Context: an optimization exercise on an open-source flow, tuned for small area, a short achievable clock period and few clock cycles. The choices shown serve that exercise and are no tape-out recipe.
Function was checked by simulation only, so behaviour that the tests miss may differ from the original.
Power and IR drop assume default switching activity.

===== flow/run.sh =====
#!/bin/bash
# The standard layout, with the ports buffered by buf_2 cells and timing
# repair aiming for setup slack beyond the requirement by sizing cells only.
set -euo pipefail
bash standard.sh "BUFFER_PORTS_ARGS=-buffer_cell sky130_fd_sc_hd__buf_2" \
	SETUP_SLACK_MARGIN=5.0 SETUP_MOVE_SEQUENCE=sizeup,swap finish > standard_flow.log 2>&1

===== standard.sh =====
#!/bin/bash
# synth_recipe.tcl (not shown) runs the flow's synth.tcl, then flattens the netlist and writes it again
# the make line also repeats each setting of config.mk as NAME=value (left out here)
make -C /OpenROAD-flow-scripts/flow DESIGN_CONFIG=/design/flow/config.mk WORK_HOME=/design/flow/orfs CLKGATE_MAP_FILE= SYNTH_SCRIPT=/design/flow/synth_recipe.tcl "${@:-finish}"

===== config.mk =====
export PLATFORM = sky130hd
export DESIGN_NAME = DALU
export DESIGN_NICKNAME = DALU
export VERILOG_FILES = /design/flow/design.v
export SDC_FILE = /design/flow/constraint.sdc
export NUM_CORES = 4
export LEC_CHECK = 0
export CAP_MARGIN = 20
export CORE_MARGIN = 2
export CORE_UTILIZATION = 40
export SLEW_MARGIN = 20

===== constraint.sdc =====
create_clock -name core_clock -period 10.0 [get_ports {clk}]
set_input_delay 2.0000 -clock core_clock [delete_from_list [all_inputs] [get_ports {clk}]]
set_output_delay 2.0000 -clock core_clock [all_outputs]
set_load 0.01 [all_outputs]

===== design.v =====
module DALU(
	clk,
	rst,
	in_valid,
	instruction,
	out_valid,
	out
);
input clk, rst, in_valid;
input [18:0] instruction;
output reg out_valid;
output [15:0] out;
function [8:0] booth3;
	input [5:0] a;
	integer k;
	reg y1, y0, ym;
	begin
		for (k = 0; k < 3; k = k + 1) begin
			y1 = a[2*k+1];
			y0 = a[2*k];
			ym = (k == 0) ? 1'b0 : a[2*k-1];
			booth3[k] = y1 & ~(y0 & ym);
			booth3[3+k] = y0 ^ ym;
			booth3[6+k] = (y1 & ~y0 & ~ym) | (~y1 & y0 & ym);
		end
	end
endfunction
wire [2:0] op = instruction[18:16];
wire [3:0] f = instruction[3:0];
wire [5:0] si = instruction[15:10];
wire [5:0] ti = instruction[9:4];
wire [3:0] li = instruction[3:0];
wire op0 = (op == 3'd0);
wire defined = op0 ? (f <= 4'd4) : (op <= 3'd4);
wire load = in_valid & defined;
wire isop1 = (op == 3'd1);
wire isop2 = (op == 3'd2);
wire islog = op0 & ~f[2] & ~(f[1] & f[0]);
wire sub = op0 ? f[2] : op[2];
wire d0n = li[1];
wire d01 = li[0];
wire d02 = li[1] & ~li[0];
wire d1n = li[3] & ~(li[2] & li[1]);
wire d11 = li[2] ^ li[1];
wire d12 = (li[3] & ~li[2] & ~li[1]) | (~li[3] & li[2] & li[1]);
wire [6:0] tx = {ti[5], ti};
wire [6:0] p0 = ({7{d01}} & tx) | ({7{d02}} & {tx[5:0], 1'b0});
wire [6:0] p1 = ({7{d11}} & tx) | ({7{d12}} & {tx[5:0], 1'b0});
wire [10:0] m0 = {{4{p0[6]}}, p0} ^ {11{d0n}};
wire [8:0] m1 = {{2{p1[6]}}, p1} ^ {9{d1n}};
wire [5:0] lg = (f[1:0] == 2'd0) ? (si & ti) : (f[1:0] == 2'd1) ? (si | ti) : (si ^ ti);
wire [10:0] bo = (op0 | isop2) ? {{5{ti[5]}}, ti} : {instruction[9], instruction[9:0]};
wire [10:0] r1 = isop1 ? m0 : islog ? {{5{lg[5]}}, lg} : {{5{si[5]}}, si};
wire [10:0] r2 = isop1 ? {m1, 2'b00} : islog ? 11'd0 : (bo ^ {11{sub & ~isop2}});
wire [10:0] r3 = isop1 ? {8'd0, d1n, 1'b0, d0n} : isop2 ? {{7{li[3]}}, li} : {10'd0, sub & ~islog};
wire ic0 = r1[0] ^ r2[0];
wire ic1 = r1[0] & r2[0];
wire ic2 = r1[1] ^ r2[1] ^ r3[1];
wire ic3 = (r1[1] & r2[1]) | (r1[1] & r3[1]) | (r2[1] & r3[1]);
wire ic4 = r1[2] ^ r2[2] ^ r3[2];
wire ic5 = (r1[2] & r2[2]) | (r1[2] & r3[2]) | (r2[2] & r3[2]);
wire ic6 = r1[3] ^ r2[3] ^ r3[3];
wire ic7 = (r1[3] & r2[3]) | (r1[3] & r3[3]) | (r2[3] & r3[3]);
wire ic8 = r1[4] ^ r2[4] ^ r3[4];
wire ic9 = (r1[4] & r2[4]) | (r1[4] & r3[4]) | (r2[4] & r3[4]);
wire ic10 = r1[5] ^ r2[5] ^ r3[5];
wire ic11 = (r1[5] & r2[5]) | (r1[5] & r3[5]) | (r2[5] & r3[5]);
wire ic12 = r1[6] ^ r2[6] ^ r3[6];
wire ic13 = (r1[6] & r2[6]) | (r1[6] & r3[6]) | (r2[6] & r3[6]);
wire ic14 = r1[7] ^ r2[7] ^ r3[7];
wire ic15 = (r1[7] & r2[7]) | (r1[7] & r3[7]) | (r2[7] & r3[7]);
wire ic16 = r1[8] ^ r2[8] ^ r3[8];
wire ic17 = (r1[8] & r2[8]) | (r1[8] & r3[8]) | (r2[8] & r3[8]);
wire ic18 = r1[9] ^ r2[9] ^ r3[9];
wire ic19 = (r1[9] & r2[9]) | (r1[9] & r3[9]) | (r2[9] & r3[9]);
wire ic20 = r1[10] ^ r2[10] ^ r3[10];
wire ic21 = (r1[10] & r2[10]) | (r1[10] & r3[10]) | (r2[10] & r3[10]);
wire sum_0 = r3[0] ^ ic0;
wire sum_1 = r3[0] & ic0;
wire sum_2 = ic1 ^ ic2;
wire sum_3 = ic1 & ic2;
wire sum_4 = ic3 ^ ic4;
wire sum_5 = ic3 & ic4;
wire sum_6 = ic5 ^ ic6;
wire sum_7 = ic5 & ic6;
wire sum_8 = ic7 ^ ic8;
wire sum_9 = ic7 & ic8;
wire sum_10 = ic9 ^ ic10;
wire sum_11 = ic9 & ic10;
wire sum_12 = ic11 ^ ic12;
wire sum_13 = ic11 & ic12;
wire sum_14 = ic13 ^ ic14;
wire sum_15 = ic13 & ic14;
wire sum_16 = ic15 ^ ic16;
wire sum_17 = ic15 & ic16;
wire sum_18 = ic17 ^ ic18;
wire sum_19 = ic17 & ic18;
wire sum_20 = ic19 ^ ic20;
wire sum_21 = ic19 & ic20;
wire sum_22 = sum_3 | (sum_2 & sum_1);
wire sum_23 = sum_2 & sum_0;
wire sum_24 = sum_7 | (sum_6 & sum_5);
wire sum_25 = sum_6 & sum_4;
wire sum_26 = sum_11 | (sum_10 & sum_9);
wire sum_27 = sum_10 & sum_8;
wire sum_28 = sum_15 | (sum_14 & sum_13);
wire sum_29 = sum_14 & sum_12;
wire sum_30 = sum_19 | (sum_18 & sum_17);
wire sum_31 = sum_18 & sum_16;
wire sum_32 = sum_5 | (sum_4 & sum_22);
wire sum_33 = sum_4 & sum_23;
wire sum_34 = sum_24 | (sum_25 & sum_22);
wire sum_35 = sum_25 & sum_23;
wire sum_36 = sum_13 | (sum_12 & sum_26);
wire sum_37 = sum_12 & sum_27;
wire sum_38 = sum_28 | (sum_29 & sum_26);
wire sum_39 = sum_29 & sum_27;
wire sum_40 = sum_21 | (sum_20 & sum_30);
wire sum_41 = sum_20 & sum_31;
wire sum_42 = sum_9 | (sum_8 & sum_34);
wire sum_43 = sum_8 & sum_35;
wire sum_44 = sum_26 | (sum_27 & sum_34);
wire sum_45 = sum_27 & sum_35;
wire sum_46 = sum_36 | (sum_37 & sum_34);
wire sum_47 = sum_37 & sum_35;
wire sum_48 = sum_38 | (sum_39 & sum_34);
wire sum_49 = sum_39 & sum_35;
wire sum_50 = sum_17 | (sum_16 & sum_48);
wire sum_51 = sum_16 & sum_49;
wire sum_52 = sum_30 | (sum_31 & sum_48);
wire sum_53 = sum_31 & sum_49;
wire sum_54 = sum_40 | (sum_41 & sum_48);
wire sum_55 = sum_41 & sum_49;
wire sum_56 = sum_2 ^ sum_1;
wire sum_57 = sum_4 ^ sum_22;
wire sum_58 = sum_6 ^ sum_32;
wire sum_59 = sum_8 ^ sum_34;
wire sum_60 = sum_10 ^ sum_42;
wire sum_61 = sum_12 ^ sum_44;
wire sum_62 = sum_14 ^ sum_46;
wire sum_63 = sum_16 ^ sum_48;
wire sum_64 = sum_18 ^ sum_50;
wire sum_65 = sum_20 ^ sum_52;
wire [10:0] sum = {sum_65, sum_64, sum_63, sum_62, sum_61, sum_60, sum_59, sum_58, sum_57, sum_56, sum_0};
wire [10:0] b_in = isop2 ? {sum[10:8], sum[6], sum[5], sum[5:0]} : sum;
wire c_in = isop2 & (sum[6] ^ sum[5]);
wire [5:0] a_in = isop1 ? si : isop2 ? sum[5:0] : 6'd1;
always @(posedge clk) begin
	if (rst)
		out_valid <= 1'b0;
	else
		out_valid <= in_valid;
end
reg [2:0] an, a1, a2;    
reg c;                   
reg [10:0] b;            
always @(posedge clk) begin
	if (rst) begin
		an <= 3'd0;
		a1 <= 3'd0;
		a2 <= 3'd0;
		c <= 1'b0;
	end else if (load) begin
		{a2, a1, an} <= booth3(a_in);
		c <= c_in;
	end
end
always @(posedge clk) begin
	if (load)
		b <= b_in;
end
wire pr0_0 = ((a1[0] & b[0])) ^ an[0];
wire pr0_1 = ((a1[0] & b[1]) | (a2[0] & b[0])) ^ an[0];
wire pr0_2 = ((a1[0] & b[2]) | (a2[0] & b[1])) ^ an[0];
wire pr0_3 = ((a1[0] & b[3]) | (a2[0] & b[2])) ^ an[0];
wire pr0_4 = ((a1[0] & b[4]) | (a2[0] & b[3])) ^ an[0];
wire pr0_5 = ((a1[0] & b[5]) | (a2[0] & b[4])) ^ an[0];
wire pr0_6 = ((a1[0] & b[6]) | (a2[0] & b[5])) ^ an[0];
wire pr0_7 = ((a1[0] & b[7]) | (a2[0] & b[6])) ^ an[0];
wire pr0_8 = ((a1[0] & b[8]) | (a2[0] & b[7])) ^ an[0];
wire pr0_9 = ((a1[0] & b[9]) | (a2[0] & b[8])) ^ an[0];
wire pr0_10 = ((a1[0] & b[10]) | (a2[0] & b[9])) ^ an[0];
wire pr0_11 = ~(((a1[0] & b[10]) | (a2[0] & b[10])) ^ an[0]);
wire pr1_0 = ((a1[1] & b[0])) ^ an[1];
wire pr1_1 = ((a1[1] & b[1]) | (a2[1] & b[0])) ^ an[1];
wire pr1_2 = ((a1[1] & b[2]) | (a2[1] & b[1])) ^ an[1];
wire pr1_3 = ((a1[1] & b[3]) | (a2[1] & b[2])) ^ an[1];
wire pr1_4 = ((a1[1] & b[4]) | (a2[1] & b[3])) ^ an[1];
wire pr1_5 = ((a1[1] & b[5]) | (a2[1] & b[4])) ^ an[1];
wire pr1_6 = ((a1[1] & b[6]) | (a2[1] & b[5])) ^ an[1];
wire pr1_7 = ((a1[1] & b[7]) | (a2[1] & b[6])) ^ an[1];
wire pr1_8 = ((a1[1] & b[8]) | (a2[1] & b[7])) ^ an[1];
wire pr1_9 = ((a1[1] & b[9]) | (a2[1] & b[8])) ^ an[1];
wire pr1_10 = ~(((a1[1] & b[9]) | (a2[1] & b[9])) ^ an[1]);
wire pr2_0 = ((a1[2] & b[0])) ^ an[2];
wire pr2_1 = ((a1[2] & b[1]) | (a2[2] & b[0])) ^ an[2];
wire pr2_2 = ((a1[2] & b[2]) | (a2[2] & b[1])) ^ an[2];
wire pr2_3 = ((a1[2] & b[3]) | (a2[2] & b[2])) ^ an[2];
wire pr2_4 = ((a1[2] & b[4]) | (a2[2] & b[3])) ^ an[2];
wire pr2_5 = ((a1[2] & b[5]) | (a2[2] & b[4])) ^ an[2];
wire pr2_6 = ((a1[2] & b[6]) | (a2[2] & b[5])) ^ an[2];
wire pr2_7 = ((a1[2] & b[7]) | (a2[2] & b[6])) ^ an[2];
wire pr2_8 = ((a1[2] & b[8]) | (a2[2] & b[7])) ^ an[2];
wire pr2_9 = ((a1[2] & b[9]) | (a2[2] & b[8])) ^ an[2];
wire pr2_10 = ~(((a1[2] & b[9]) | (a2[2] & b[9])) ^ an[2]);
wire pc0 = an[2] ^ pr0_4;
wire pc1 = an[2] & pr0_4;
wire pc2 = pr0_5 ^ pr1_3;
wire pc3 = pr0_5 & pr1_3;
wire pc4 = pr0_6 ^ pr1_4;
wire pc5 = pr0_6 & pr1_4;
wire pc6 = pr0_7 ^ pr1_5;
wire pc7 = pr0_7 & pr1_5;
wire pc8 = pr0_8 ^ pr1_6;
wire pc9 = pr0_8 & pr1_6;
wire pc10 = pr0_9 ^ pr1_7;
wire pc11 = pr0_9 & pr1_7;
wire pc12 = pr0_10 ^ pr1_8;
wire pc13 = pr0_10 & pr1_8;
wire pc14 = ~(pr0_11 ^ pr1_9);
wire pc15 = pr0_11 | pr1_9;
wire pc16 = c ^ pr1_10;
wire pc17 = c & pr1_10;
wire pc18 = an[1] ^ pr0_2;
wire pc19 = an[1] & pr0_2;
wire pc20 = pr0_3 ^ pr1_1;
wire pc21 = pr0_3 & pr1_1;
wire pc22 = pr1_2 ^ pr2_0 ^ pc0;
wire pc23 = (pr1_2 & pr2_0) | (pr1_2 & pc0) | (pr2_0 & pc0);
wire pc24 = pr2_1 ^ pc1 ^ pc2;
wire pc25 = (pr2_1 & pc1) | (pr2_1 & pc2) | (pc1 & pc2);
wire pc26 = pr2_2 ^ pc3 ^ pc4;
wire pc27 = (pr2_2 & pc3) | (pr2_2 & pc4) | (pc3 & pc4);
wire pc28 = pr2_3 ^ pc5 ^ pc6;
wire pc29 = (pr2_3 & pc5) | (pr2_3 & pc6) | (pc5 & pc6);
wire pc30 = pr2_4 ^ pc7 ^ pc8;
wire pc31 = (pr2_4 & pc7) | (pr2_4 & pc8) | (pc7 & pc8);
wire pc32 = pr2_5 ^ pc9 ^ pc10;
wire pc33 = (pr2_5 & pc9) | (pr2_5 & pc10) | (pc9 & pc10);
wire pc34 = pr2_6 ^ pc11 ^ pc12;
wire pc35 = (pr2_6 & pc11) | (pr2_6 & pc12) | (pc11 & pc12);
wire pc36 = pr2_7 ^ pc13 ^ pc14;
wire pc37 = (pr2_7 & pc13) | (pr2_7 & pc14) | (pc13 & pc14);
wire pc38 = pr2_8 ^ pc15 ^ pc16;
wire pc39 = (pr2_8 & pc15) | (pr2_8 & pc16) | (pc15 & pc16);
wire pc40 = ~(pr2_9 ^ pc17);
wire pc41 = pr2_9 | pc17;
wire prod_0 = an[0] ^ pr0_0;
wire prod_1 = an[0] & pr0_0;
wire prod_2 = pr1_0 ^ pc18;
wire prod_3 = pr1_0 & pc18;
wire prod_4 = pc19 ^ pc20;
wire prod_5 = pc19 & pc20;
wire prod_6 = pc21 ^ pc22;
wire prod_7 = pc21 & pc22;
wire prod_8 = pc23 ^ pc24;
wire prod_9 = pc23 & pc24;
wire prod_10 = pc25 ^ pc26;
wire prod_11 = pc25 & pc26;
wire prod_12 = pc27 ^ pc28;
wire prod_13 = pc27 & pc28;
wire prod_14 = pc29 ^ pc30;
wire prod_15 = pc29 & pc30;
wire prod_16 = pc31 ^ pc32;
wire prod_17 = pc31 & pc32;
wire prod_18 = pc33 ^ pc34;
wire prod_19 = pc33 & pc34;
wire prod_20 = pc35 ^ pc36;
wire prod_21 = pc35 & pc36;
wire prod_22 = pc37 ^ pc38;
wire prod_23 = pc37 & pc38;
wire prod_24 = pc40 ^ pc39;
wire prod_25 = pc40 & pc39;
wire prod_26 = pr2_10 ^ pc41;
wire prod_27 = pr2_10 & pc41;
wire prod_28 = pr0_1 & prod_1;
wire prod_29 = pr0_1 & prod_0;
wire prod_30 = prod_5 | (prod_4 & prod_3);
wire prod_31 = prod_4 & prod_2;
wire prod_32 = prod_9 | (prod_8 & prod_7);
wire prod_33 = prod_8 & prod_6;
wire prod_34 = prod_13 | (prod_12 & prod_11);
wire prod_35 = prod_12 & prod_10;
wire prod_36 = prod_17 | (prod_16 & prod_15);
wire prod_37 = prod_16 & prod_14;
wire prod_38 = prod_21 | (prod_20 & prod_19);
wire prod_39 = prod_20 & prod_18;
wire prod_40 = prod_25 | (prod_24 & prod_23);
wire prod_41 = prod_24 & prod_22;
wire prod_42 = 1'b1 & prod_27;
wire prod_43 = 1'b1 & prod_26;
wire prod_44 = prod_3 | (prod_2 & prod_28);
wire prod_45 = prod_2 & prod_29;
wire prod_46 = prod_30 | (prod_31 & prod_28);
wire prod_47 = prod_31 & prod_29;
wire prod_48 = prod_11 | (prod_10 & prod_32);
wire prod_49 = prod_10 & prod_33;
wire prod_50 = prod_34 | (prod_35 & prod_32);
wire prod_51 = prod_35 & prod_33;
wire prod_52 = prod_19 | (prod_18 & prod_36);
wire prod_53 = prod_18 & prod_37;
wire prod_54 = prod_38 | (prod_39 & prod_36);
wire prod_55 = prod_39 & prod_37;
wire prod_56 = prod_27 | (prod_26 & prod_40);
wire prod_57 = prod_26 & prod_41;
wire prod_58 = prod_42 | (prod_43 & prod_40);
wire prod_59 = prod_43 & prod_41;
wire prod_60 = prod_7 | (prod_6 & prod_46);
wire prod_61 = prod_6 & prod_47;
wire prod_62 = prod_32 | (prod_33 & prod_46);
wire prod_63 = prod_33 & prod_47;
wire prod_64 = prod_48 | (prod_49 & prod_46);
wire prod_65 = prod_49 & prod_47;
wire prod_66 = prod_50 | (prod_51 & prod_46);
wire prod_67 = prod_51 & prod_47;
wire prod_68 = prod_23 | (prod_22 & prod_54);
wire prod_69 = prod_22 & prod_55;
wire prod_70 = prod_40 | (prod_41 & prod_54);
wire prod_71 = prod_41 & prod_55;
wire prod_72 = prod_56 | (prod_57 & prod_54);
wire prod_73 = prod_57 & prod_55;
wire prod_74 = prod_58 | (prod_59 & prod_54);
wire prod_75 = prod_59 & prod_55;
wire prod_76 = prod_15 | (prod_14 & prod_66);
wire prod_77 = prod_14 & prod_67;
wire prod_78 = prod_36 | (prod_37 & prod_66);
wire prod_79 = prod_37 & prod_67;
wire prod_80 = prod_52 | (prod_53 & prod_66);
wire prod_81 = prod_53 & prod_67;
wire prod_82 = prod_54 | (prod_55 & prod_66);
wire prod_83 = prod_55 & prod_67;
wire prod_84 = prod_68 | (prod_69 & prod_66);
wire prod_85 = prod_69 & prod_67;
wire prod_86 = prod_70 | (prod_71 & prod_66);
wire prod_87 = prod_71 & prod_67;
wire prod_88 = prod_72 | (prod_73 & prod_66);
wire prod_89 = prod_73 & prod_67;
wire prod_90 = prod_74 | (prod_75 & prod_66);
wire prod_91 = prod_75 & prod_67;
wire prod_92 = pr0_1 ^ prod_1;
wire prod_93 = prod_2 ^ prod_28;
wire prod_94 = prod_4 ^ prod_44;
wire prod_95 = prod_6 ^ prod_46;
wire prod_96 = prod_8 ^ prod_60;
wire prod_97 = prod_10 ^ prod_62;
wire prod_98 = prod_12 ^ prod_64;
wire prod_99 = prod_14 ^ prod_66;
wire prod_100 = prod_16 ^ prod_76;
wire prod_101 = prod_18 ^ prod_78;
wire prod_102 = prod_20 ^ prod_80;
wire prod_103 = prod_22 ^ prod_82;
wire prod_104 = prod_24 ^ prod_84;
wire prod_105 = prod_26 ^ prod_86;
wire prod_106 = 1'b1 ^ prod_88;
wire [15:0] prod = {prod_106, prod_105, prod_104, prod_103, prod_102, prod_101, prod_100, prod_99, prod_98, prod_97, prod_96, prod_95, prod_94, prod_93, prod_92, prod_0};
assign out = prod;
endmodule

==> notes.md, run 1 <==
RSZ-0062 raised after global routing=yes; clk buf depth=2; Yosys cell types=52; Die W=107 um; number of global-route vias before repair=3485; worst-path maximum fanout=6; Pleak=2.08 nW; Synth Area in Simple Gates=0.102; Tot Pwr=0.000688 W; top post-synthesis cells by area=ha_1 (15%), fa_1 (12%), xnor2_1 (8.3%), edfxtp_1 (7.8%), a22oi_1 (6.8%); fin crit share=0.552; asr flop ratio synth=0; ys flop type=edfxtp_1; Die ar.=11400 um2; Critical Path End=out[15]; RR Startpoint=an[2]; initial antenna violation count=0; post-synthesis net count=598; RePlAce Congestion=0.844; FF-to-FF End=an[2]; CTS root buf=clkbuf_8; global route overflow=0; area leader, netlist=ha_1; Warnings, synthesis=1; Final #Nets=599; fmax=181 MHz; DRC viols=0; Worst Skew=0 ps; via count=3439; clk sink count=22; Required @ worst endpoint=8000 ps; Site Rows=37; # IOs=39; commonest cells in the netlist=inv_1 (57), ha_1 (51), xnor2_1 (40); buffers inserted by post-CTS timing repair=0; First DRT Iteration DRCs=193; max cap viols=0; Die Y=107 um; synthesized cell area=4210 um2; via-per-instance ratio=5.41; number of diodes=0; Core Box Area=10300 um2; Critical Path Start Type=flip-flop; Final Util=0.465; total wire length=9320 um; sequential-to-total area share from yosys stat=0.131; most frequent cell after synthesis=inv_1; worst skew pair latency=260 ps; drt pass-1 iters=4; Crit. End Element=output pin; cell area power density=144 nW/um2; Synth Area in XOR/XNOR=0.137; Post-DP Area=4370 um2; max-slew violations=0; Crit path arrival time=3520 ps; reg2reg setup slack=8890 ps; detailed placer's ending HPWL=7210 um; final instance area=4780 um2; largest family of logic cells by synthesized area=adder cells; GRT Total Usage=0.169; Max VDD drop=0.0760 mV; Post-Synthesis Cells=500; Setup TNS=0 ps; drt wl/cell=14.7 um; Initial Util=0.410; CTS clk-pin slew, worst paths=90 ps; compound-cell area share of the yosys netlist=0.216; #FFs+latches synth=22; largest net degree at the start of global routing=33; Num CTS Buffers=3; ratio of cells with drive above 1 in the final layout=0.240; Worst Tran Pin Value=758 ps; crit path from=b[7]; TritonCTS clock tree=done; antenna-violating nets left=0; Final min period=5520 ps; first-pass GRT wire length=16000 um; count of final hold-check violations=0; final setup vio count=0; Area Growth Syn to Fin=13.5%; CTS H-tree lvls=1; Post-synth EDFFs=11; Avg Cell Area, Syn=8.42 um2; # hold bufs at CTS=0; port bufs=38; FF-to-FF path depth=2; status=timing/DRC/antenna clean; mux cell area share after synthesis=0.0357; hold crit path type=reg -> reg; Slew HR=0.494; WS Path Type=reg -> out; area fraction of the dominant cell type after synthesis=0.152; adder-cell share of the synthesized area=0.270
worst max-delay path, stage by stage (launching register included):
cell	delay [ps]
edfxtp_1	520
a22oi_2	240
xnor2_1	160
ha_1	280
fa_1	540
ha_4	230
a21oi_2	180
nor2_1	70
a211oi_2	300
o21ai_4	130
or3_1	320
a31oi_1	140
buf_2	150
cells by family (layout without fill, tap and decap cells):
| family | Yosys count | count (layout) |
|---|---|---|
| compound gates | 132 | 132 |
| xor+xnor | 66 | 66 |
| fa+ha+maj | 76 | 76 |
| buf+inv | 99 | 99 |
| flops | 22 | 22 |
| mux | 15 | 15 |
| simple gates | 90 | 90 |
cells in the final DEF, fill, tap and decap left out, types with 10 or more instances in the layout:
cell / instances
xnor2_1: 38
ha_1: 46
xor2_1: 25
a22oi_2: 10
a22oi_1: 29
buf_2: 30
nor2_1: 22
a21oi_1: 12
inv_1: 53
mux2i_1: 15
fa_1: 20
nand2_1: 25
o21ai_0: 17
edfxtp_1: 11
layer usage:
metal  up-vias  share of wire  global-route usage
li1       1712              -                   -
met1      1668           0.46               0.225
met2        52           0.50               0.303
met3         7          0.029              0.0140
met4         0         0.0070              0.0241
met5         -              0                   0
state kept, by name, indices dropped and copies added, names as in the netlist:
name / flops
a1: 3
a2: 3
an: 3
b: 11
c: 1
out_valid: 1
how the worst min path moves through the flow:
stage | startpoint | endpoint | slack [ps] | cells past startpoint
detailed placement | c | c | 520 | 2
floorplan | a2[0] | a2[0] | 460 | 2
global placement | c | c | 500 | 2
global route | c | c | 550 | 2
CTS | c | c | 530 | 2
finish | c | c | 520 | 2
stage by stage:
step / hold slack, ps / setup slack, ps / instances
floorplan: 458 / 4610 / 500
global placement: 502 / 4010 / 632
detailed placement: 515 / 3890 / 632
CTS: 528 / 4470 / 636
global route: 548 / 4330 / 636
finish: 521 / 4480 / 636
report_power, final:
group / internal [W] / switching [W]
Combinational: 0.000218 / 0.000246
Clock: 0.0000435 / 0.0000308
Sequential: 0.000120 / 0.0000305
area by class of cell:
type,instances,area [um2]
fillers,1020,5500
clock buffers,4,66.3
inverters,57,214
repair buffers,38,241
multi-input cells,379,3530
well taps,136,170
flip-flops and latches,22,558
timing repair:
item / in CTS / in global routing
resized for setup: 52 / 35
endpoints found under the setup margin: 24 / 23
pin swaps: 22 / 13
Testbench counts, summed over its fixed seeds: cycles 32,000.
==> run 2: changes to the inputs <==
==> flow/run.sh (replaced) <==
#!/bin/bash
# The standard layout, with the ports buffered by buf_1 cells and timing
# repair aiming for setup slack beyond the requirement by sizing cells only.
set -euo pipefail
bash standard.sh "BUFFER_PORTS_ARGS=-buffer_cell sky130_fd_sc_hd__buf_1" \
	SETUP_SLACK_MARGIN=4.4 SETUP_MOVE_SEQUENCE=sizeup,swap finish > standard_flow.log 2>&1
==> run 2 against run 1 <==
Power shrank 7.4%. Die area stayed put. Final cell count up 0.47%. Register-to-register slack lost 50 ps. Global-route usage up 0.051 points. Largest power group unchanged. Highest routed layer unchanged.
==> notes.md, run 2 <==
Layout Cells excl Fill=639; RSZ-0062 raised after global routing=yes; Area Growth Syn to Fin=8.35%; global route overflow=0; Die Y=107 um; hold crit path type=reg -> reg; fin crit share=0.556; GRT Total Usage=0.169; Required @ worst endpoint=8000 ps; sequential-to-total area share from yosys stat=0.131; largest net degree at the start of global routing=33; via count=3471; hold path depth=2; commonest non-fill, non-tap cell in the layout=inv_1; CTS H-tree lvls=1; buffers inserted by post-CTS timing repair=0; Worst Skew=0 ps; final instance area=4560 um2; FF-to-FF path depth=2; Core Box Area=10300 um2; clk buf depth=2; most frequent cell after synthesis=inv_1; initial antenna violation count=0; WS Path Type=reg -> out; area fraction of the dominant cell type after synthesis=0.152; Post-DP Area=4310 um2; max reg flops=11; port bufs=38; DRC viols=0; hold_sp=c; Worst Tran Pin Value=743 ps; Worst Hold Path EP=c; # hold bufs at CTS=0; CTS root buf=clkbuf_8; Final min period=5560 ps; FF-to-FF End=an[2]; count of final hold-check violations=0; commonest cells in the netlist=inv_1 (57), ha_1 (51), xnor2_1 (40); reg2reg setup slack=8840 ps; CTS clk-pin slew, worst paths=90 ps; clk sink count=22; antenna-violating nets left=0; Warnings, synthesis=1; asr flop ratio synth=0; cell area power density=140 nW/um2; Yosys cell types=52; max-slew violations=0; First DRT Iteration DRCs=231; ys flop type=edfxtp_1; Final #Nets=602; status=timing/DRC/antenna clean; Max VDD drop=0.0731 mV; number of fill cells=1053; max cap viols=0; Pleak=1.98 nW; drt pass-1 iters=4; post-synthesis net count=598; Die W=107 um; # IOs=39; synthesized cell area=4210 um2; Num CTS Buffers=3; worst skew pair latency=260 ps; via-per-instance ratio=5.43; Top reg by flops=b; total wire length=9100 um; Worst Hold Slack=512 ps; final setup vio count=0; #FFs+latches synth=22; RePlAce Congestion=0.823; Avg Cell Area, Syn=8.42 um2; top post-synthesis cells by area=ha_1 (15%), fa_1 (12%), xnor2_1 (8.3%), edfxtp_1 (7.8%), a22oi_1 (6.8%); Final WS setup=4440 ps; Crit path arrival time=3560 ps; RR Startpoint=an[2]; commonest non-fill, non-tap cells in the layout=inv_1 (55), ha_1 (50), xnor2_1 (40), a22oi_1 (33), nand2_1 (30); Cell Count Post-Placement=635; Die ar.=11400 um2; post-place setup slack=3590 ps; ratio of cells with drive above 1 in the final layout=0.127; first-pass GRT wire length=16100 um; Setup TNS=0 ps; Post-Synthesis Cells=500; drt wl/cell=14.2 um; worst-path maximum fanout=6; detailed placer's ending HPWL=7190 um; number of global-route vias before repair=3417; fmax=180 MHz; number of diodes=0; area leader, netlist=ha_1; TritonCTS clock tree=done; Slew HR=0.504; Critical Path Start Type=flip-flop; Initial Util=0.410; Site Rows=37; Crit. End Element=output pin; Post-synth EDFFs=11
## run 2: changes by cell type in the layout (fill, tap and decap cells not counted), moves of 4 or more
cell,delta
buf_2,-27
a22oi_2,-4
ha_1,+4
a21oi_2,-5
nand2_1,+5
nand2_2,-4
clkbuf_2,+4
buf_1,+27
o21ai_1,-4
a21oi_1,+5
o21ai_0,+4
a22oi_1,+4
## run 2: stage by stage
stage	total power [W]	util
2_1_floorplan	0.000489	-
3_3_place_gp	0.000524	0.419
3_5_place_dp	0.000533	0.419
4_1_cts	0.000625	0.433
5_1_grt	0.000704	0.444
6_report	0.000638	0.444
## run 2: cell type report
type / count / area, um2 / area share
multi-input cells: 379 / 3340 / 0.732
flip-flops and latches: 22 / 558 / 0.122
inverters: 57 / 214 / 0.0469
repair buffers: 41 / 209 / 0.0458
well taps: 136 / 170 / 0.0373
clock buffers: 3 / 41.3 / 0.00905
clock inverters: 1 / 30.0 / 0.00658
## run 2: where the power goes
group          leakage [nW]  internal [W]  switching [W]
logic                  1.74      0.000181       0.000224
registers             0.196      0.000120      0.0000288
clock network        0.0357     0.0000534      0.0000299
total                  1.98      0.000355       0.000283
## run 2: metal layers
layer	vias to the layer above	global-route usage	wire length, um
met5	-	0	0
met1	1681	0.232	4380
met4	0	0.0111	41
met2	57	0.302	4420
met3	6	0.0152	256
li1	1727	-	-
## run 2: worst max path at each step
stage | start | to | slack, ps | cells past startpoint
after floorplan | instruction[17] | a1[2] | 4450 | 17
after global placement | instruction[17] | a1[2] | 3680 | 17
after global routing | b[4] | out[15] | 4240 | 14
final | b[4] | out[15] | 4440 | 14
after CTS | instruction[2] | a1[2] | 4400 | 17
after detailed placement | instruction[17] | a1[2] | 3590 | 17
## run 2: cells by family after synthesis
group	synth area share
AO/OA/AOI/OAI	0.216
adder cells (fa/ha/maj)	0.270
XOR/XNOR	0.137
flip-flops	0.131
AND/OR/NAND/NOR	0.102
buffers and inverters	0.108
multiplexers	0.0356
## run 2: critical path: stages (launching register included)
cell and delay [ps]:
edfxtp_1 520, a22oi_2 210, xnor2_1 80, ha_1 280, inv_1 50, fa_1 530
inv_1 60, ha_1 260, o211ai_1 100, o21ai_2 130, o31ai_4 300, o21ai_2 140
or3_1 330, a31oi_1 160, buf_2 150
## run 2: repair_timing
item | CTS | global route
pin swaps | 3 | 10
gates resized for setup | 25 | 38
setup endpoints to repair | 18 | 13
==> run 3: changes to the inputs <==
==> flow/run.sh (replaced) <==
#!/bin/bash
# The standard layout, with the ports buffered by buf_1 cells and timing
# repair aiming for setup slack beyond the requirement (sizeup,swap).
set -euo pipefail
bash standard.sh "BUFFER_PORTS_ARGS=-buffer_cell sky130_fd_sc_hd__buf_1" \
	SETUP_SLACK_MARGIN=4.4 SETUP_MOVE_SEQUENCE=sizeup,swap finish > standard_flow.log 2>&1
--- a/config.mk
+++ b/config.mk
@@ -7,5 +7,5 @@
 export LEC_CHECK = 0
 export CAP_MARGIN = 20
 export CORE_MARGIN = 2
-export CORE_UTILIZATION = 40
+export CORE_UTILIZATION = 70
 export SLEW_MARGIN = 20
==> run 3 against run 2 <==
Still clean. Design area decreased by 2.0%. Clock power decreased by 25%. Die area decreased by 41%. Largest cell class unchanged. Largest power group unchanged. Highest routed layer unchanged.
==> notes.md, run 3 <==
max reg flops=11; fin crit share=0.551; Worst Tran Pin Value=817 ps; CTS H-tree lvls=1; CTS root buf=clkbuf_8; Warnings, synthesis=1; FF-to-FF End=an[2]; #FFs+latches synth=22; Core Box Area=5850 um2; fmax=181 MHz; Clock power frac=0.101; Num CTS Buffers=3; Logic pwr share=0.658; sequential-to-total area share from yosys stat=0.131; count of final hold-check violations=0; Worst Hold Path EP=c; clk buf depth=2; commonest cells in the netlist=inv_1 (57), ha_1 (51), xnor2_1 (40); via-per-instance ratio=6.12; # IOs=39; # hold bufs at CTS=0; area leader, netlist=ha_1; antenna-violating nets left=0; most frequent cell after synthesis=inv_1; worst-path maximum fanout=6; reg2reg setup slack=8900 ps; final setup vio count=0; largest net degree at the start of global routing=33; via count=3525; drt pass-1 iters=5; Pleak=1.97 nW; Final WS setup=4490 ps; number of global-route vias before repair=3327; Area Growth Syn to Fin=6.21%; TritonCTS clock tree=done; cell area power density=138 nW/um2; number of fill cells=454; Setup TNS=0 ps; Critical Path Start Type=flip-flop; delay-heaviest family, CP=adder cells; top post-synthesis cells by area=ha_1 (15%), fa_1 (12%), xnor2_1 (8.3%), edfxtp_1 (7.8%), a22oi_1 (6.8%); Psw=0.000281 W; commonest non-fill, non-tap cell in the layout=inv_1; area fraction of the dominant cell type after synthesis=0.152; Final #Nets=600; Initial Util=0.720; ratio of cells with drive above 1 in the final layout=0.140; Cell Int Power=0.000335 W; DRC viols=0; max-slew violations=0; crit-path cells=a22oi_2 -> xnor2_1 -> ha_1 -> inv_1 -> fa_1 -> inv_1 -> ha_1 -> o211ai_1 -> o21ai_2 -> a21o_1 -> a21o_1 -> fa_1 -> xor2_1 -> buf_2; detailed placer's ending HPWL=6920 um; asr flop ratio synth=0; synthesized cell area=4210 um2; port bufs=38; first-pass GRT wire length=14600 um; post-place setup slack=3430 ps; number of diodes=0; commonest non-fill, non-tap cells in the layout=inv_1 (56), ha_1 (48), xnor2_1 (39), a22oi_1 (33), nand2_1 (29); RSZ-0062 raised after global routing=yes; status=timing/DRC/antenna clean; Flop pwr share=0.241; CTS clk-pin slew, worst paths=70 ps; Sw Ratio=0.457; worst skew pair latency=260 ps; Worst Skew=0 ps; Top reg by flops=b; Crit path arrival time=3510 ps; Crit. End Element=output pin; Site Rows=28; Avg Cell Area, Syn=8.42 um2; Slew HR=0.455; RePlAce Congestion=0.906; hold crit path type=reg -> reg; Post-synth EDFFs=11; hold path depth=2; FF-to-FF path depth=2; initial antenna violation count=0; drt wl/cell=15.3 um; Die ar.=6650 um2; Max VDD drop=0.110 mV; max cap viols=0; hold_sp=c; Yosys cell types=52; WS Path Type=reg -> out; GRT Total Usage=0.277; Die Y=81.6 um; Final min period=5510 ps; total wire length=8800 um; clk sink count=22; ys flop type=edfxtp_1; First DRT Iteration DRCs=142; Die W=81.6 um; Post-Synthesis Cells=500; post-synthesis net count=598; global route overflow=0; slowest cell delay on critical path=520 ps; WP buf/inv=3; RR Startpoint=an[2]; Required @ worst endpoint=8000 ps; Crit-path slowest cell=fa_1
run 3: final cells by class:
cell class,instances,area (um2),area share
multi-input cells,379,3360,0.751
well taps,75,93.8,0.0210
repair buffers,39,193,0.0431
clock buffers,4,55.1,0.0123
inverters,57,214,0.0478
flip-flops and latches,22,558,0.125
run 3: repair_timing:
| action | 4_1_cts | 5_1_grt |
|---|---|---|
| buffers inserted | 0 | 0 |
| endpoints found under the setup margin | 18 | 12 |
| resized for setup | 32 | 43 |
| pin swaps | 3 | 15 |
| endpoints found under the hold margin | 0 | 0 |
run 3: how the worst max path moves through the flow:
stage                                from  endpoint  cells after the start
final                                b[4]    out[9]                     14
after global routing      instruction[16]     a1[2]                     16
after CTS                            b[4]   out[15]                     14
after detailed placement   instruction[0]     a1[2]                     17
after global placement     instruction[0]     a1[2]                     17
after floorplan           instruction[17]     a1[2]                     17
run 3: layer usage:
metal / global-route usage / vias up / wire length [um]
met3: 0.00879 / 20 / 332
met4: 0.112 / 0 / 219
li1: - / 1721 / -
met1: 0.325 / 1667 / 3770
met2: 0.529 / 117 / 4480
met5: 0 / - / 0
run 3: kinds of logic after synthesis:
logic type	after synthesis	synth area share
AOI/OAI and AO/OA	132	0.216
buffers and inverters	99	0.108
and+or+nand+nor	90	0.102
adders and majority gates	76	0.270
xor gates and xnor gates	66	0.137
DFF	22	0.131
muxes	15	0.0356
run 3: metrics by stage:
| step | hold slack (ps) | total power, W | cells | cell area (um2) | util |
|---|---|---|---|---|---|
| after floorplan | 457 | 0.000489 | 500 | 4210 | - |
| after global placement | 503 | 0.000515 | 572 | 4210 | 0.720 |
| after detailed placement | 501 | 0.000529 | 572 | 4210 | 0.720 |
| after CTS | 513 | 0.000598 | 576 | 4350 | 0.743 |
| after global routing | 538 | 0.000682 | 576 | 4470 | 0.765 |
| final | 509 | 0.000616 | 576 | 4470 | 0.765 |
run 3: worst register-to-register path, cell delays in order (launching register included):
cell     delay [ps]
dfxtp_1         750
mux2i_1         160
nor2_1          120
run 3: power groups by stage:
stage	Combinational [W]	Clock (W)	Sequential (W)
6_report	0.000405	0.0000624	0.000148
5_1_grt	0.000465	0.0000658	0.000150
4_1_cts	0.000389	0.0000628	0.000146
3_5_place_dp	0.000381	0	0.000148
3_3_place_gp	0.000368	0	0.000147
2_1_floorplan	0.000353	0	0.000135
==> run 4: changes to the inputs <==
==> flow/run.sh (replaced) <==
#!/bin/bash
# The standard layout, with the ports buffered by buf_2 cells and timing
# repair aiming for setup slack beyond the requirement (sizeup,swap).
set -euo pipefail
bash standard.sh "BUFFER_PORTS_ARGS=-buffer_cell sky130_fd_sc_hd__buf_2" \
	SETUP_SLACK_MARGIN=4.6 SETUP_MOVE_SEQUENCE=sizeup,swap finish > standard_flow.log 2>&1
==> run 4 against run 3 <==
Synthesized area unchanged. Design area increased by 1.5%. Combinational power increased by 2%.
==> notes.md, run 4 <==
status=timing/DRC/antenna clean; Worst Hold Path EP=c; Final min period=5510 ps; port bufs=38; TritonCTS clock tree=done; Top reg by flops=b; area fraction of the dominant cell type after synthesis=0.152; GRT Total Usage=0.270; delay-heaviest family, CP=adder cells; Area Growth Syn to Fin=7.78%; ratio of cells with drive above 1 in the final layout=0.194; mux cell area share after synthesis=0.0357; Crit. End Element=output pin; DRC viols=0; # IOs=39; asr flop ratio synth=0; drt wl/cell=15.1 um; Slew HR=0.471; initial antenna violation count=0; FF-to-FF path depth=2; count of final hold-check violations=0; via-per-instance ratio=6.03; Required @ worst endpoint=8000 ps; worst-path maximum fanout=6; Core Box Area=5850 um2; CTS H-tree lvls=1; slowest cell delay on critical path=530 ps; global route overflow=0; Initial Util=0.720; Die Y=81.6 um; final setup vio count=0; cell area power density=138 nW/um2; RSZ-0062 raised after global routing=yes; number of global-route vias before repair=3281; Final WS setup=4490 ps; via count=3465; fmax=182 MHz; adder-cell share of the synthesized area=0.270; commonest non-fill, non-tap cells in the layout=inv_1 (55), ha_1 (49), xnor2_1 (40), a22oi_1 (34), buf_2 (32); largest family of logic cells by synthesized area=adder cells; synthesized cell area=4210 um2; Post-synth EDFFs=11; max reg flops=11; commonest non-fill, non-tap cell in the layout=inv_1; drt pass-1 iters=5; number of fill cells=451; ys flop type=edfxtp_1; Die W=81.6 um; Die ar.=6650 um2; Worst Skew=0 ps; # hold bufs at CTS=0; detailed placer's ending HPWL=6880 um; First DRT Iteration DRCs=117; Crit path arrival time=3510 ps; Yosys cell types=52; post-place setup slack=3870 ps; hold crit path type=reg -> reg; Max VDD drop=0.103 mV; Critical Path Start Type=flip-flop; crit-path cells=a22oi_2 -> xnor2_1 -> ha_1 -> inv_1 -> fa_1 -> inv_1 -> ha_1 -> o211ai_1 -> o21ai_2 -> a21o_1 -> a21o_1 -> fa_2 -> buf_2; CTS clk-pin slew, worst paths=80 ps; area leader, netlist=ha_1; FF-to-FF End=an[2]; fin crit share=0.551; Post-Synthesis Cells=500; Crit-path slowest cell=fa_1; clk sink count=22; antenna-violating nets left=0; RePlAce Congestion=0.949; first-pass GRT wire length=14300 um; total wire length=8710 um; max-slew violations=0; most frequent cell after synthesis=inv_1; post-synthesis net count=598; Pleak=2.05 nW; Site Rows=28; sequential-to-total area share from yosys stat=0.131; number of diodes=0; Warnings, synthesis=1; Avg Cell Area, Syn=8.42 um2; max cap viols=0; RR Startpoint=an[2]; WS Path Type=reg -> out; worst skew pair latency=270 ps; Setup TNS=0 ps; compound-cell area share of the yosys netlist=0.216; WP buf/inv=3; Worst Hold Slack=521 ps; hold_sp=c; reg2reg setup slack=8860 ps; hold path depth=2; Synth Area in XOR/XNOR=0.137; largest net degree at the start of global routing=33; Worst Tran Pin Value=793 ps; top post-synthesis cells by area=ha_1 (15%), fa_1 (12%), xnor2_1 (8.3%), edfxtp_1 (7.8%), a22oi_1 (6.8%); Num CTS Buffers=3; Final #Nets=599; clk buf depth=2; CTS root buf=clkbuf_8; commonest cells in the netlist=inv_1 (57), ha_1 (51), xnor2_1 (40); Synth Area in Simple Gates=0.102; #FFs+latches synth=22
[run 4: where the power goes]
group	switching, W	internal [W]
sequential	0.0000273	0.000120
clock	0.0000296	0.0000352
combinational	0.000225	0.000190
total	0.000281	0.000345
[run 4: worst max path at each step]
stage               depth (start not counted)  endpoint  slack, ps            start
floorplan                                  20     a1[2]       4600  instruction[18]
CTS                                        13    out[8]       4460             b[4]
finish                                     13    out[8]       4490             b[4]
global placement                           16     a1[2]       4000  instruction[17]
detailed placement                         17     a1[2]       3870  instruction[17]
global route                               14   out[15]       4290             b[4]
[run 4: area by class of cell]
| type | instances | area [um2] | area share |
|---|---|---|---|
| clock buffers | 4 | 55.1 | 0.0121 |
| inverters | 57 | 214 | 0.0471 |
| multi-input cells | 379 | 3380 | 0.745 |
| repair buffers | 38 | 236 | 0.0521 |
| flip-flops and latches | 22 | 559 | 0.123 |
| well taps | 75 | 93.8 | 0.0207 |
[run 4: layer usage]
| layer | global-route usage | vias up | share of wire | wire (um) |
|---|---|---|---|---|
| met4 | 0.0797 | 0 | 0.021 | 181 |
| li1 | - | 1715 | - | - |
| met3 | 0.0110 | 19 | 0.034 | 297 |
| met1 | 0.314 | 1644 | 0.42 | 3630 |
| met2 | 0.528 | 87 | 0.53 | 4600 |
| met5 | 0 | - | 0 | 0 |
[run 4: worst reg2reg max path: cells and delay by family, from the launching register on]
kind,cells,cell delay (ps)
and+or+nand+nor,1,120
DFF,1,770
muxes,1,190
[run 4: timing repair]
action                     CTS  global route
pin swaps                   18            30
resized for setup           34            31
setup buffers                0             0
setup endpoints to repair   18            15
[run 4: cells by family after synthesis]
logic type,after synthesis
buf+inv,99
mux,15
simple gates,90
compound gates,132
xor+xnor,66
flops,22
fa+ha+maj,76
[run 4: metrics by stage]
stage | total power, W | std cells | cell area (um2) | util
after floorplan | 0.000490 | 500 | 4220 | -
after CTS | 0.000613 | 575 | 4430 | 0.757
after global placement | 0.000525 | 571 | 4260 | 0.728
after detailed placement | 0.000539 | 571 | 4260 | 0.728
after global routing | 0.000690 | 575 | 4540 | 0.776
final | 0.000626 | 575 | 4540 | 0.776
==> run 5: changes to the inputs <==
==> flow/run.sh (replaced) <==
#!/bin/bash
# The standard layout, with the ports buffered by buf_2 cells and timing
# repair aiming for setup slack beyond the requirement (sizeup,swap,buffer).
set -euo pipefail
bash standard.sh "BUFFER_PORTS_ARGS=-buffer_cell sky130_fd_sc_hd__buf_2" \
	SETUP_SLACK_MARGIN=4.4 SETUP_MOVE_SEQUENCE=sizeup,swap,buffer finish > standard_flow.log 2>&1
==> run 5 against run 4 <==
Still clean. Sequential share of layout area is 0.18 points higher. Synthesized area unchanged. Clock skew unchanged. Worst hold slack got worse by 5.4 ps. Design area fell by 0.52%. Flip-flop and latch count did not move. Final cell count increased by 1.4%. First-iteration DRC count grew 54%. Power is essentially flat. Maximum frequency grew 0.19%. Global-route usage decreased by 0.055 points. Critical path depth increased by 1.
==> notes.md, run 5 <==
antenna-violating nets left=0; fmax=182 MHz; Site Rows=28; Worst Skew=0 ps; Crit-path slowest cell=fa_1; Required @ worst endpoint=8000 ps; drt pass-1 iters=4; synthesized cell area=4210 um2; Crit. End Element=output pin; area fraction of the dominant cell type after synthesis=0.152; worst-path maximum fanout=12; crit-path cells=a22oi_2 -> xnor2_2 -> ha_1 -> inv_1 -> fa_1 -> inv_1 -> ha_1 -> o211ai_1 -> o21ai_2 -> a21o_1 -> a21o_1 -> fa_1 -> xor2_1 -> buf_2; worst skew pair latency=270 ps; reg2reg setup slack=9010 ps; Die ar.=6650 um2; hold_sp=c; max-slew violations=0; Final min period=5500 ps; initial antenna violation count=0; count of final hold-check violations=0; total wire length=8790 um; RR Startpoint=a2[2]; cell area power density=139 nW/um2; Area Growth Syn to Fin=7.22%; WS Path Type=reg -> out; RSZ-0062 raised after global routing=yes; sequential-to-total area share from yosys stat=0.131; DRC viols=0; drt wl/cell=15.1 um; First DRT Iteration DRCs=180; RePlAce Congestion=0.941; ratio of cells with drive above 1 in the final layout=0.183; # IOs=39; Crit path arrival time=3500 ps; final setup vio count=0; # hold bufs at CTS=0; commonest non-fill, non-tap cell in the layout=inv_1; CTS root buf=clkbuf_8; Die Y=81.6 um; post-synthesis net count=598; crit path from=a1[0]; Num CTS Buffers=3; number of diodes=0; fin crit share=0.550; Critical Path Start Type=flip-flop; Die W=81.6 um; #FFs+latches synth=22; Core Box Area=5850 um2; clk buf depth=2; Layout Cells excl Fill=583; Slew HR=0.609; number of global-route vias before repair=3281; Post-Synthesis Cells=500; status=timing/DRC/antenna clean; largest net degree at the start of global routing=33; slowest cell delay on critical path=530 ps; Yosys cell types=52; Warnings, synthesis=1; detailed placer's ending HPWL=6920 um; commonest cells in the netlist=inv_1 (57), ha_1 (51), xnor2_1 (40); clk sink count=22; number of fill cells=431; Initial Util=0.720; Pleak=2.08 nW; commonest non-fill, non-tap cells in the layout=inv_1 (57), ha_1 (50), xnor2_1 (39), buf_2 (35), a22oi_1 (33); Post-synth EDFFs=11; CTS clk-pin slew, worst paths=80 ps; max reg flops=11; Avg Cell Area, Syn=8.42 um2; first-pass GRT wire length=14300 um; global route overflow=0; top post-synthesis cells by area=ha_1 (15%), fa_1 (12%), xnor2_1 (8.3%), edfxtp_1 (7.8%), a22oi_1 (6.8%); Worst Tran Pin Value=586 ps; Top reg by flops=b; Final #Nets=607; port bufs=38; CTS H-tree lvls=1; hold crit path type=reg -> reg; area leader, netlist=ha_1; Tot Pwr=0.000626 W; asr flop ratio synth=0; GRT Total Usage=0.269; Max VDD drop=0.104 mV; max cap viols=0; TritonCTS clock tree=done; ys flop type=edfxtp_1; Cell Count Post-Placement=571; Setup TNS=0 ps; via-per-instance ratio=5.94; most frequent cell after synthesis=inv_1; via count=3465
-- run 5: cell counts after synthesis --
No cell type changed its count.
-- run 5: stage by stage --
stage,utilization,instance area [um2],setup WS [ps],hold slack [ps]
floorplan,-,4210,4450,457
global placement,0.727,4250,3900,506
detailed placement,0.727,4250,3790,507
CTS,0.749,4380,4400,518
global route,0.772,4520,4370,541
finish,0.772,4520,4500,515
-- run 5: logic make-up (layout without fill, tap and decap cells) --
logic type / count (synthesis) / in the layout / synth area share
mux: 15 / 15 / 0.0356
compound gates: 132 / 132 / 0.216
fa+ha+maj: 76 / 76 / 0.270
simple gates: 90 / 90 / 0.102
buf+inv: 99 / 107 / 0.108
xor+xnor: 66 / 66 / 0.137
flops: 22 / 22 / 0.131
-- run 5: path summary, 6_finish.rpt --
kind         cells after the start      to
max                             14  out[9]
min                              2       c
max reg2reg                      2   a2[2]
min reg2reg                      2       c
-- run 5: worst max-delay path, delay by kind of cell, from the launching register on --
family | cells | cell delay, ps
xor gates and xnor gates | 2 | 260
adders and majority gates | 4 | 1470
buffers and inverters | 3 | 250
DFF | 1 | 400
AOI/OAI and AO/OA | 5 | 850
-- run 5: timing repair --
item / CTS / global route
endpoints found under the setup margin: 12 / 12
gates resized for setup: 18 / 23
setup buffers: 3 / 5
gates cloned: 0 / 0
pin swaps: 2 / 4
-- run 5: power breakdown --
| part | leakage, nW | switching, W | internal (W) |
|---|---|---|---|
| clock | 0.0288 | 0.0000284 | 0.0000351 |
| sequential | 0.197 | 0.0000259 | 0.000120 |
| combinational | 1.85 | 0.000226 | 0.000190 |
-- run 5: final cells by class --
type,count,area [um2],area share
Clock buffer,4,55.1,0.0122
Multi-Input combinational cell,379,3330,0.737
Sequential cell,22,564,0.125
Timing Repair Buffer,46,262,0.0579
Inverter,57,214,0.0474
Tap cell,75,93.8,0.0208
-- run 5: layer usage --
metal | vias to the layer above | global-route usage | part of all wire
li1 | 1737 | - | -
met1 | 1606 | 0.317 | 0.42
met2 | 103 | 0.514 | 0.52
met3 | 19 | 0.00879 | 0.039
met4 | 0 | 0.100 | 0.019
met5 | - | 0 | 0
==> run 6: changes to the inputs <==
==> flow/run.sh (replaced) <==
#!/bin/bash
# The standard layout, with the ports buffered by buf_2 cells and timing
# repair aiming for setup slack beyond the requirement (sizeup,swap,clone).
set -euo pipefail
bash standard.sh "BUFFER_PORTS_ARGS=-buffer_cell sky130_fd_sc_hd__buf_2" \
	SETUP_SLACK_MARGIN=4.4 SETUP_MOVE_SEQUENCE=sizeup,swap,clone finish > standard_flow.log 2>&1
==> run 6 against run 5 <==
Sequential share of layout area about the same. Via count decreased by 0.26%. First-iteration DRC count increased by 14%. Critical endpoint is now out[15]. Clock skew unchanged. Routed wire length decreased by 0.88%. Register-to-register slack got worse by 80 ps. Largest cell class unchanged. Utilization decreased by 1.2 points. Clock-buffer cell count unchanged. Power decreased by 0.77%. Die area unchanged. Worst hold slack got worse by 1.5 ps.
==> notes.md, run 6 <==
total wire length=8710 um; status=timing/DRC/antenna clean; crit-path cells=a22oi_2 -> xnor2_2 -> ha_1 -> inv_1 -> fa_1 -> inv_1 -> ha_1 -> o211ai_1 -> o21ai_2 -> o31ai_4 -> o21ai_2 -> or3_1 -> a31oi_1 -> buf_2; commonest non-fill, non-tap cell in the layout=inv_1; count of final hold-check violations=0; Site Rows=28; top post-synthesis cells by area=ha_1 (15%), fa_1 (12%), xnor2_1 (8.3%), edfxtp_1 (7.8%), a22oi_1 (6.8%); CTS clk-pin slew, worst paths=70 ps; Die W=81.6 um; hold crit path type=reg -> reg; Core Box Area=5850 um2; Top reg by flops=b; Cell Int Power=0.000342 W; Critical Path Start Type=flip-flop; Num CTS Buffers=3; Crit. End Element=output pin; slowest cell delay on critical path=530 ps; Crit-path slowest cell=fa_1; Yosys cell types=52; Area Growth Syn to Fin=5.62%; Flop pwr share=0.237; area of the multi-input gates=3320 um2; max cap viols=0; Post-Synthesis Cells=500; fin crit share=0.555; Sw Ratio=0.449; asr flop ratio synth=0; reg2reg setup slack=8930 ps; register area=558 um2; #FFs+latches synth=22; Setup TNS=0 ps; clk sink count=22; GRT Total Usage=0.273; RSZ-0062 raised after global routing=yes; Worst Hold Path EP=c; post-place setup slack=3790 ps; Final WS setup=4450 ps; largest net degree at the start of global routing=33; Final min period=5550 ps; fmax=180 MHz; Layout Cells excl Fill=577; buffers inserted by post-CTS timing repair=0; Psw=0.000279 W; CTS root buf=clkbuf_8; Cell Count Post-Placement=571; clk buf depth=2; Post-synth EDFFs=11; ys flop type=edfxtp_1; Tot Pwr=0.000621 W; number of fill cells=446; Die Y=81.6 um; drt pass-1 iters=5; area fraction of the dominant cell type after synthesis=0.152; FF-to-FF End=an[2]; Max VDD drop=0.104 mV; Required @ worst endpoint=8000 ps; Avg Cell Area, Syn=8.42 um2; global route overflow=0; detailed placer's ending HPWL=6920 um; port bufs=38; first-pass GRT wire length=14400 um; # IOs=39; Crit path arrival time=3550 ps; synthesized cell area=4210 um2; antenna-violating nets left=0; max reg flops=11; drt wl/cell=15.1 um; max-slew violations=0; Logic pwr share=0.661; First DRT Iteration DRCs=206; number of global-route vias before repair=3288; via-per-instance ratio=5.99; area leader, netlist=ha_1; hold_sp=c; RePlAce Congestion=0.941; RR Startpoint=an[2]; Warnings, synthesis=1; post-synthesis net count=598; number of diodes=0; commonest cells in the netlist=inv_1 (57), ha_1 (51), xnor2_1 (40); Worst Skew=0 ps; sequential-to-total area share from yosys stat=0.131; DRC viols=0; WS Path Type=reg -> out; Die ar.=6650 um2; initial antenna violation count=0; Initial Util=0.720; via count=3456; Clock power frac=0.102; CTS H-tree lvls=1; Post-DP Area=4250 um2; commonest non-fill, non-tap cells in the layout=inv_1 (57), ha_1 (51), xnor2_1 (39), a22oi_1 (36), buf_2 (35); FF-to-FF path depth=2; most frequent cell after synthesis=inv_1; Slew HR=0.551; cell area power density=140 nW/um2; final setup vio count=0; final instance area=4450 um2; hold path depth=2; Pleak=2.04 nW; TritonCTS clock tree=done; ratio of cells with drive above 1 in the final layout=0.163; Final #Nets=601; Worst Tran Pin Value=672 ps; worst-path maximum fanout=6; worst skew pair latency=260 ps
run 6: through the flow:
step                      hold slack [ps]  utilization
after detailed placement              507        0.727
after global placement                506        0.727
after global routing                  541        0.760
after CTS                             518        0.750
after floorplan                       457            -
final                                 514        0.760
run 6: cell type report:
cell class                      instances  share of cell area
Multi-Input combinational cell        381               0.747
Sequential cell                        22               0.125
Inverter                               57              0.0481
Timing Repair Buffer                   38              0.0461
Tap cell                               75              0.0211
Clock buffer                            4              0.0124
run 6: cell families after synthesis:
| logic type | Yosys count | share of synthesized area |
|---|---|---|
| AOI/OAI and AO/OA | 132 | 0.216 |
| buffers and inverters | 99 | 0.108 |
| and+or+nand+nor | 90 | 0.102 |
| adders and majority gates | 76 | 0.270 |
| xor gates and xnor gates | 66 | 0.137 |
| DFF | 22 | 0.131 |
| muxes | 15 | 0.0356 |
run 6: power groups by stage:
stage | logic (W) | registers (W) | clock network, W
finish | 0.000411 | 0.000147 | 0.0000633
global route | 0.000464 | 0.000150 | 0.0000669
CTS | 0.000399 | 0.000146 | 0.0000631
detailed placement | 0.000394 | 0.000147 | 0
global placement | 0.000377 | 0.000147 | 0
floorplan | 0.000353 | 0.000135 | 0
run 6: layer usage:
metal / part of all wire / up-vias / routed length [um] / global-route usage
li1: - / 1726 / - / -
met4: 0.016 / 0 / 141 / 0.102
met1: 0.41 / 1607 / 3580 / 0.314
met2: 0.52 / 107 / 4550 / 0.528
met3: 0.050 / 16 / 437 / 0.0110
met5: 0 / - / 0 / 0
run 6: critical path: cells and delay by family (launching register included):
kind	cells	cell delay (ps)
DFF	1	480
AOI/OAI and AO/OA	6	1030
xor gates and xnor gates	1	100
and+or+nand+nor	1	330
adders and majority gates	3	1100
buffers and inverters	3	260
run 6: repair_timing:
item | CTS | global route
setup endpoints to repair | 12 | 11
endpoints found under the hold margin | 0 | 0
hold buffers | 0 | 0
pin swaps | 3 | 2
resized for setup | 19 | 16
gates cloned | 1 | 1
run 6: worst max-delay path by stage:
stage,start,endpoint,slack [ps],depth (start not counted)
after floorplan,instruction[17],a1[2],4450,17
after global placement,instruction[17],a1[2],3900,17
after detailed placement,instruction[17],a1[2],3790,17
after global routing,b[4],out[8],4310,13
after CTS,b[4],out[9],4390,14
final,b[4],out[15],4450,14
==> run 7: changes to the inputs <==
==> flow/run.sh (replaced) <==
#!/bin/bash
# The standard layout, with the ports buffered by buf_2 cells and timing
# repair aiming for setup slack beyond the requirement (sizeup,swap,split).
set -euo pipefail
bash standard.sh "BUFFER_PORTS_ARGS=-buffer_cell sky130_fd_sc_hd__buf_2" \
	SETUP_SLACK_MARGIN=4.4 SETUP_MOVE_SEQUENCE=sizeup,swap,split finish > standard_flow.log 2>&1
==> run 7 against run 6 <==
First-iteration DRC count fell by 20%. Worst hold slack improved by 0.56 ps. Final cell count fell by 0.17%. Largest cell class unchanged. Still clean. Routed wire length rose by 0.54%. Critical endpoint unchanged. Sequential power barely moved. Clock-buffer cell count did not move.
==> notes.md, run 7 <==
area leader, netlist=ha_1; final setup vio count=0; worst-path maximum fanout=6; ratio of cells with drive above 1 in the final layout=0.162; status=timing/DRC/antenna clean; Tot Pwr=0.000619 W; commonest cells in the netlist=inv_1 (57), ha_1 (51), xnor2_1 (40); GRT Total Usage=0.272; Site Rows=28; Post-Synthesis Cells=500; max-slew violations=0; Sw Ratio=0.447; max reg flops=11; Cell Int Power=0.000342 W; # hold bufs at CTS=0; commonest non-fill, non-tap cells in the layout=inv_1 (57), ha_1 (51), xnor2_1 (39), a22oi_1 (36), buf_2 (36); Worst Skew=0 ps; Die Y=81.6 um; worst skew pair latency=260 ps; Post-DP Area=4250 um2; Setup TNS=0 ps; Crit. End Element=output pin; via-per-instance ratio=6.01; largest net degree at the start of global routing=33; Final #Nets=600; Top reg by flops=b; Post-synth EDFFs=11; first-pass GRT wire length=14400 um; RSZ-0062 raised after global routing=yes; Pleak=2.04 nW; DRC viols=0; Warnings, synthesis=1; detailed placer's ending HPWL=6920 um; cell area power density=140 nW/um2; crit path from=b[4]; Die ar.=6650 um2; asr flop ratio synth=0; Crit path arrival time=3550 ps; number of diodes=0; Psw=0.000277 W; most frequent cell after synthesis=inv_1; First DRT Iteration DRCs=164; #FFs+latches synth=22; Logic pwr share=0.663; synthesized cell area=4210 um2; # IOs=39; area fraction of the dominant cell type after synthesis=0.152; RR Startpoint=an[2]; drt pass-1 iters=4; Initial Util=0.720; Worst Tran Pin Value=682 ps; sequential-to-total area share from yosys stat=0.131; Core Box Area=5850 um2; CTS clk-pin slew, worst paths=70 ps; top post-synthesis cells by area=ha_1 (15%), fa_1 (12%), xnor2_1 (8.3%), edfxtp_1 (7.8%), a22oi_1 (6.8%); CTS root buf=clkbuf_8; antenna-violating nets left=0; initial antenna violation count=0; clk buf depth=2; final instance area=4430 um2; Flop pwr share=0.237; Required @ worst endpoint=8000 ps; WS Path Type=reg -> out; Clock power frac=0.100; Max VDD drop=0.104 mV; Yosys cell types=52; Die W=81.6 um; number of global-route vias before repair=3266; commonest non-fill, non-tap cell in the layout=inv_1; Avg Cell Area, Syn=8.42 um2; TritonCTS clock tree=done; via count=3462; Area Growth Syn to Fin=5.17%; post-synthesis net count=598; Critical Path Start Type=flip-flop; hold crit path type=reg -> reg; CTS H-tree lvls=1; fmax=180 MHz; port bufs=38; Slew HR=0.545; count of final hold-check violations=0; global route overflow=0; max cap viols=0; Final min period=5550 ps; clk sink count=22; total wire length=8760 um; ys flop type=edfxtp_1; RePlAce Congestion=0.941; hold_sp=c; fin crit share=0.555; Num CTS Buffers=3; drt wl/cell=15.2 um
[run 7: cell counts after synthesis]
Identical to the previous run, type by type.
[run 7: power groups by stage]
stage | Sequential [W] | Clock, W | Combinational [W]
floorplan | 0.000135 | 0 | 0.000353
global placement | 0.000147 | 0 | 0.000377
detailed placement | 0.000147 | 0 | 0.000394
CTS | 0.000146 | 0.0000631 | 0.000398
global route | 0.000150 | 0.0000669 | 0.000463
finish | 0.000147 | 0.0000619 | 0.000410
[run 7: layer usage]
layer	wire, um	track usage
met4	148	0.0966
met5	0	0
met1	3670	0.318
met3	366	0.00769
met2	4570	0.527
[run 7: cell families after synthesis]
family          after synthesis  synth area share
xor+xnor                     66             0.137
simple gates                 90             0.102
fa+ha+maj                    76             0.270
buf+inv                      99             0.108
mux                          15            0.0356
flops                        22             0.131
compound gates              132             0.216
[run 7: cell type report]
| type | count | area [um2] |
|---|---|---|
| fillers | 447 | 1420 |
| flip-flops and latches | 22 | 558 |
| clock buffers | 4 | 55.1 |
| multi-input cells | 379 | 3300 |
| repair buffers | 39 | 210 |
| well taps | 75 | 93.8 |
| inverters | 57 | 214 |
[run 7: what timing repair did]
item                       CTS  global route
resized for setup           18            16
setup endpoints to repair   12            12
buffers inserted             1             0
pin swaps                    3             1
[run 7: path summary, 6_finish.rpt]
| path | to | slack [ps] | cells after the start |
|---|---|---|---|
| setup / recovery | out[15] | 4450 | 14 |
| setup reg to reg | an[2] | 8920 | 2 |
| hold / removal | c | 510 | 2 |
| hold reg to reg | c | 510 | 2 |
[run 7: critical path: stages, from the launching register on]
cell and delay [ps]:
edfxtp_1 480, a22oi_2 240, xnor2_2 100, ha_1 300
inv_1 50, fa_1 530, inv_1 60, ha_1 270
o211ai_1 100, o21ai_2 120, o31ai_4 290, o21ai_2 120
or3_1 330, a31oi_1 160, buf_2 150
[run 7: per-stage QoR]
step                setup slack, ps  hold WS, ps   util  std cells
floorplan                      4450          457      -        500
global placement               3900          506  0.727        571
detailed placement             3790          507  0.727        571
CTS                            4390          518  0.747        576
global route                   4310          541  0.757        576
finish                         4450          514  0.757        576

==> separate check: timing with driven ports <==
Ports are ideal in the flow. The routed layouts listed here were re-timed in OpenROAD.
Step 1: set_driving_cell puts a clkbuf_16 on clk and a buf_2 on each other input, an assumption about the parent block.
Step 2 adds t to the input delays and takes it off the output delays; t is the mean of the earliest and latest rising clock arrival at the registers after step 1. Input paths then give back, and output paths get back, about the clock's delay inside the block.
Three values: no drivers, after step 1, after step 2; two values: the first two.
run	shift t [ns]	setup WS [ns]	worst setup path after step 2	clock arrival spread, ns	pins driven straight from the clock port
run 1	0.289	4.476 / 4.452 / 4.222	input to register	0.006 / 0.006	1
run 2	0.285	4.440 / 4.414 / 4.264	input to register	0.006 / 0.005	1
run 3	0.285	4.487 / 4.461 / 4.208	input to register	0.001 / 0.001	1
run 4	0.293	4.493 / 4.466 / 4.231	input to register	0.003 / 0.002	1
run 5	0.287	4.503 / 4.478 / 4.323	input to register	0.008 / 0.008	1
run 6	0.286	4.449 / 4.424 / 4.316	input to register	0.007 / 0.007	1
run 7	0.284	4.454 / 4.429 / 4.296	input to register	0.004 / 0.004	1
After both steps every run listed still meets setup and hold. For run 3, which loses most, drivers alone change the setup slack by -0.026 ns; drivers and shift together by -0.279 ns.
